This is an optimization exercise on Yosys and OpenROAD, whose aim is small area, a short achievable clock period and few clock cycles, not a production implementation.
Function was checked by simulation only, so behaviour that the tests miss may differ from the original.

lane 2:
==> module fp_addsub, before the edit <==
module fp_addsub(Sum, A, B, sub);
	input [31:0] A, B;
	input sub;
	output [31:0] Sum;
	wire sA = A[31];
	wire sB = B[31] ^ sub;
	wire [7:0] eA = A[30:23];
	wire [7:0] eB = B[30:23];
	wire [23:0] mA = {1'b1, A[22:0]};
	wire [23:0] mB = {1'b1, B[22:0]};
	wire [7:0] ddl;
	wire ddc;
	rca #(8) u_dd(ddl, ddc, eA, ~eB, 1'b1);
	wire [8:0] dd = {~ddc, ddl};
	function automatic gt23;
		input [22:0] a, b;
		reg [31:0] g, e;
		integer l, k;
		begin
			g = {9'd0, b & ~a};
			e = {9'h1FF, ~(a ^ b)};
			for (l = 1; l < 32; l = l * 2)
				for (k = 0; k < 32; k = k + 2 * l) begin
					g[k] = g[k + l] | (e[k + l] & g[k]);
					e[k] = e[k + l] & e[k];
				end
			gt23 = g[0];
		end
	endfunction
	wire swap = dd[8] | ((dd[7:0] == 8'd0) & gt23(A[22:0], B[22:0]));
	wire [7:0] eBig = swap ? eB : eA;
	wire [7:0] d = dd[8] ? -dd[7:0] : dd[7:0];
	wire [23:0] mBig = swap ? mB : mA;
	wire [23:0] mSm = swap ? mA : mB;
	wire [23:0] mSh = (d[7:5] != 3'd0 || d[4:3] == 2'b11) ? 24'd0 : (mSm >> d[4:0]);
	wire eff_sub = sA ^ sB;
	wire [23:0] bx = mSh ^ {24{eff_sub}};
	function automatic [24:0] bk_add;
		input [23:0] a, b;
		input ci;
		reg [31:0] g, p, G, P;
		integer l, k;
		begin
			g = {8'd0, a & b};
			p = {8'd0, a ^ b};
			g[0] = g[0] | (p[0] & ci);
			G = g; P = p;
			for (l = 1; l < 32; l = l * 2)
				for (k = 2 * l - 1; k < 32; k = k + 2 * l) begin
					G[k] = G[k] | (P[k] & G[k - l]);
					P[k] = P[k] & P[k - l];
				end
			for (l = 8; l >= 1; l = l / 2)
				for (k = 3 * l - 1; k < 32; k = k + 2 * l) begin
					G[k] = G[k] | (P[k] & G[k - l]);
					P[k] = P[k] & P[k - l];
				end
			bk_add[0] = p[0] ^ ci;
			for (k = 1; k < 24; k = k + 1)
				bk_add[k] = p[k] ^ G[k - 1];
			bk_add[24] = G[23];
		end
	endfunction
	wire [24:0] R0 = bk_add(mBig, bx, eff_sub);
	wire [23:0] Rl = R0[23:0];
	wire rc = R0[24];
	wire [24:0] R = {rc ^ eff_sub, Rl};
	wire [23:0] F0 = R[24:1];
	reg [4:0] lz;
	integer k;
	always @(*) begin
		lz = 5'd24;
		for (k = 0; k < 24; k = k + 1)
			if (F0[k]) lz = 5'd23 - k[4:0];
	end
	wire [23:0] F5 = F0 << lz;
	wire [7:0] E = eBig + 8'd1 - {3'b000, lz};
	assign Sum = {swap ? sB : sA, E, F5[22:0]};
endmodule
==> module SinX, before the edit <==
module SinX(Out, OE, In, start, clk, reset);
	input clk, reset, start;
	input [31:0] In;
	output [31:0] Out;
	output OE;
	localparam [31:0] C360 = 32'h43B40000;
	localparam [31:0] C180 = 32'h43340000;
	localparam [31:0] C90  = 32'h42B40000;
	localparam [31:0] C45  = 32'h42340000;
	localparam [31:0] KCORDIC = 32'h3F1B7507;
	reg st_idle, st_red, st_f2, st_f3, st_it, st_out;
	reg [4:0] i;
	reg s;
	reg [31:0] x, y, z;
	wire [31:0] arctan_i =
		(i == 5'd2) ? 32'h41D48539 :
		(i == 5'd3) ? 32'h41609474 :
		(i == 5'd4) ? 32'h40E40022 :
		(i == 5'd5) ? 32'h4064E2A9 :
		(i == 5'd6) ? 32'h3FE51BCA :
		(i == 5'd7) ? 32'h3F652A1A :
		(i == 5'd8) ? 32'h3EE52DAF :
		(i == 5'd9) ? 32'h3E652E94 :
		(i == 5'd10) ? 32'h3DE52ECD :
		(i == 5'd11) ? 32'h3D652EDC :
		(i == 5'd12) ? 32'h3CE52EDF :
		(i == 5'd13) ? 32'h3C652EE0 :
		(i == 5'd14) ? 32'h3BE52EE0 :
		(i == 5'd15) ? 32'h3B652EE0 :
		(i == 5'd16) ? 32'h3BF5471D :
		(i == 5'd17) ? 32'h3A652EE0 :
		(i == 5'd18) ? 32'h39E52EE0 :
		(i == 5'd19) ? 32'h39652EE0 :
		32'h38E52EE0;
	wire k360 = ~z[31] & (z[30:0] > C360[30:0]);
	wire k180 = ~z[31] & (z[30:0] > C180[30:0]);
	wire k90 = ~z[31] & (z[30:0] > C90[30:0]);
	wire [7:0] i8 = {3'b000, i};
	wire [31:0] ysh = {y[31], y[30:23] - i8, y[22:0]};
	wire [31:0] xsh = {x[31], x[30:23] - i8, x[22:0]};
	wire [31:0] zb = st_it ? arctan_i : (k180 ? C360 : (k90 ? C180 : C45));
	wire [31:0] xo, yo, zo;
	fp_addsub az(zo, z, zb, ~st_it | ~z[31]);
	wire d = zo[31];
	fp_addsub ax(xo, x, ysh, ~d);
	fp_addsub ay(yo, y, xsh, d);
	wire fold = (st_red & ~k360 & k180) | ((st_red | st_f2) & ~k180 & k90);
	wire go_it = ((st_red | st_f2) & ~k90) | st_f3;
	wire last = st_it & (i == 5'd20);
	always @(posedge clk, posedge reset) begin
		if (reset) begin
			st_idle <= 1'b1;
			st_red <= 1'b0;
			st_f2 <= 1'b0;
			st_f3 <= 1'b0;
			st_it <= 1'b0;
			st_out <= 1'b0;
		end else begin
			st_idle <= (st_idle & ~start) | st_out;
			st_red <= (st_idle & start) | (st_red & k360);
			st_f2 <= st_red & ~k360 & k180;
			st_f3 <= (st_red | st_f2) & ~k180 & k90;
			st_it <= go_it | (st_it & ~last);
			st_out <= last;
		end
	end
	always @(posedge clk) begin
		if (st_idle | st_out)
			z <= {1'b0, In[30:0]};
		else
			z <= {zo[31] & ~fold, zo[30:0]};
		if (st_idle)
			s <= In[31];
		else if (st_red & ~k360 & k180)
			s <= ~s;
		x <= (st_it | go_it) ? xo : KCORDIC;
		y <= (st_it | go_it) ? yo : KCORDIC;
		i <= (st_it | go_it) ? i + 5'd1 : 5'd1;
	end
	assign OE = st_out;
	assign Out = {s, y[30:0]};
endmodule
Settings: LEC_CHECK=0, ABC_AREA=1, ABC_CLOCK_PERIOD_IN_PS=50000, CAP_MARGIN=20, CORE_MARGIN=2, CORE_UTILIZATION=50, SLEW_MARGIN=20; clock period 80.0 ns.
standard.sh (not shown) runs the stock make flow with config.mk's settings and CLKGATE_MAP_FILE= SYNTH_SCRIPT=/design/flow/synth_recipe.tcl, a recipe that flattens the netlist after the stock synthesis.
==> flow/flow/run.sh <==
#!/bin/bash
# The standard layout (standard.sh: the standard synthesis, then ORFS to
# finish), except that the input and output ports are buffered with
# sky130_fd_sc_hd__buf_1 cells instead of the buffer ORFS picks by default
# (a clkdlybuf4s50_1 delay cell). Each make run's full output goes to a log
# file of its own in this folder; ORFS's per-step logs are under orfs/logs.
set -euo pipefail
bash standard.sh synth > make_synth.log 2>&1
bash standard.sh "BUFFER_PORTS_ARGS=-buffer_cell sky130_fd_sc_hd__buf_1" finish > make_finish.log 2>&1
Testbench counts of lane 2, summed over its fixed seeds: cycles 7,175.
--- input diff lane 2..lane 5 ---
--- a/flow/design.v
+++ b/flow/design.v
@@ -15,4 +15,5 @@
 endmodule
 module fp_addsub(Sum, A, B, sub);
+	parameter NORM_CASCADE = 0;
 	input [31:0] A, B;
 	input sub;
@@ -82,12 +83,29 @@
 	wire [24:0] R = {rc ^ eff_sub, Rl};
 	wire [23:0] F0 = R[24:1];
-	reg [4:0] lz;
-	integer k;
-	always @(*) begin
-		lz = 5'd24;
-		for (k = 0; k < 24; k = k + 1)
-			if (F0[k]) lz = 5'd23 - k[4:0];
-	end
-	wire [23:0] F5 = F0 << lz;
+	wire [4:0] lz;
+	wire [23:0] F5;
+	generate if (NORM_CASCADE) begin : norm_c
+		wire z16 = F0[23:8] == 16'd0;
+		wire [23:0] F1 = z16 ? {F0[7:0], 16'd0} : F0;
+		wire z8 = F1[23:16] == 8'd0;
+		wire [23:0] F2 = z8 ? {F1[15:0], 8'd0} : F1;
+		wire z4 = F2[23:20] == 4'd0;
+		wire [23:0] F3 = z4 ? {F2[19:0], 4'd0} : F2;
+		wire z2 = F3[23:22] == 2'd0;
+		wire [23:0] F4 = z2 ? {F3[21:0], 2'd0} : F3;
+		wire z1 = ~F4[23];
+		assign F5 = z1 ? {F4[22:0], 1'b0} : F4;
+		assign lz = (z16 & F0[7:0] == 8'd0) ? 5'd24 : {z16, z8, z4, z2, z1};
+	end else begin : norm_p
+		reg [4:0] lzp;
+		integer k;
+		always @(*) begin
+			lzp = 5'd24;
+			for (k = 0; k < 24; k = k + 1)
+				if (F0[k]) lzp = 5'd23 - k[4:0];
+		end
+		assign lz = lzp;
+		assign F5 = F0 << lzp;
+	end endgenerate
 	wire [7:0] E = eBig + 8'd1 - {3'b000, lz};
 	assign Sum = {swap ? sB : sA, E, F5[22:0]};
@@ -137,6 +155,6 @@
 	fp_addsub az(zo, z, zb, ~st_it | ~z[31]);
 	wire d = zo[31];
-	fp_addsub ax(xo, x, ysh, ~d);
-	fp_addsub ay(yo, y, xsh, d);
+	fp_addsub #(1) ax(xo, x, ysh, ~d);
+	fp_addsub #(1) ay(yo, y, xsh, d);
 	wire fold = (st_red & ~k360 & k180) | ((st_red | st_f2) & ~k180 & k90);
 	wire go_it = ((st_red | st_f2) & ~k90) | st_f3;
==> comparison <==
On met1 wire length, the higher figure sits with lane 5, not lane 2.
Lane 5 vs lane 2 — filler cell count in the final layout dropped slightly
From lane 2 to lane 5, number of gates resized after CTS did not move at all.
Re register share of the cell area: lane 5 and lane 2 aren't equal, and the higher value belongs to lane 5.
Average cell area after synthesis of lane 5 is on par with lane 2.
For the wire length, lane 5 came in 3900 µm lower than lane 2 did.
Against lane 2, floorplan die area in lane 5 came out better.
Testbench counts of lane 5, summed over its fixed seeds: cycles 7,175.

re-timing with driven ports:
The results above use ideal ports. As a check the final layouts listed here were re-extracted and re-timed, cells and wires unchanged.
Step 1: set_driving_cell puts a clkbuf_16 on clk and a buf_2 on each other input, an assumption about the parent block.
Step 2 also shifts input and output timing later by t, the mid clock arrival at the registers, as if the neighbouring blocks saw the same clock.
Three values: ideal ports, drivers, drivers and shift; two values: the first two.
run | t, ns | slack for setup (ns) | clock arrival spread, ns | worst slew at a driven data input, ns
lane 2 | 0.439 | 62.932 / 62.877 / 63.316 | 0.027 / 0.026 | 0.04
lane 5 | 0.453 | 62.913 / 62.858 / 63.310 | 0.027 / 0.027 | 0.04
After both steps every run listed still meets setup and hold.
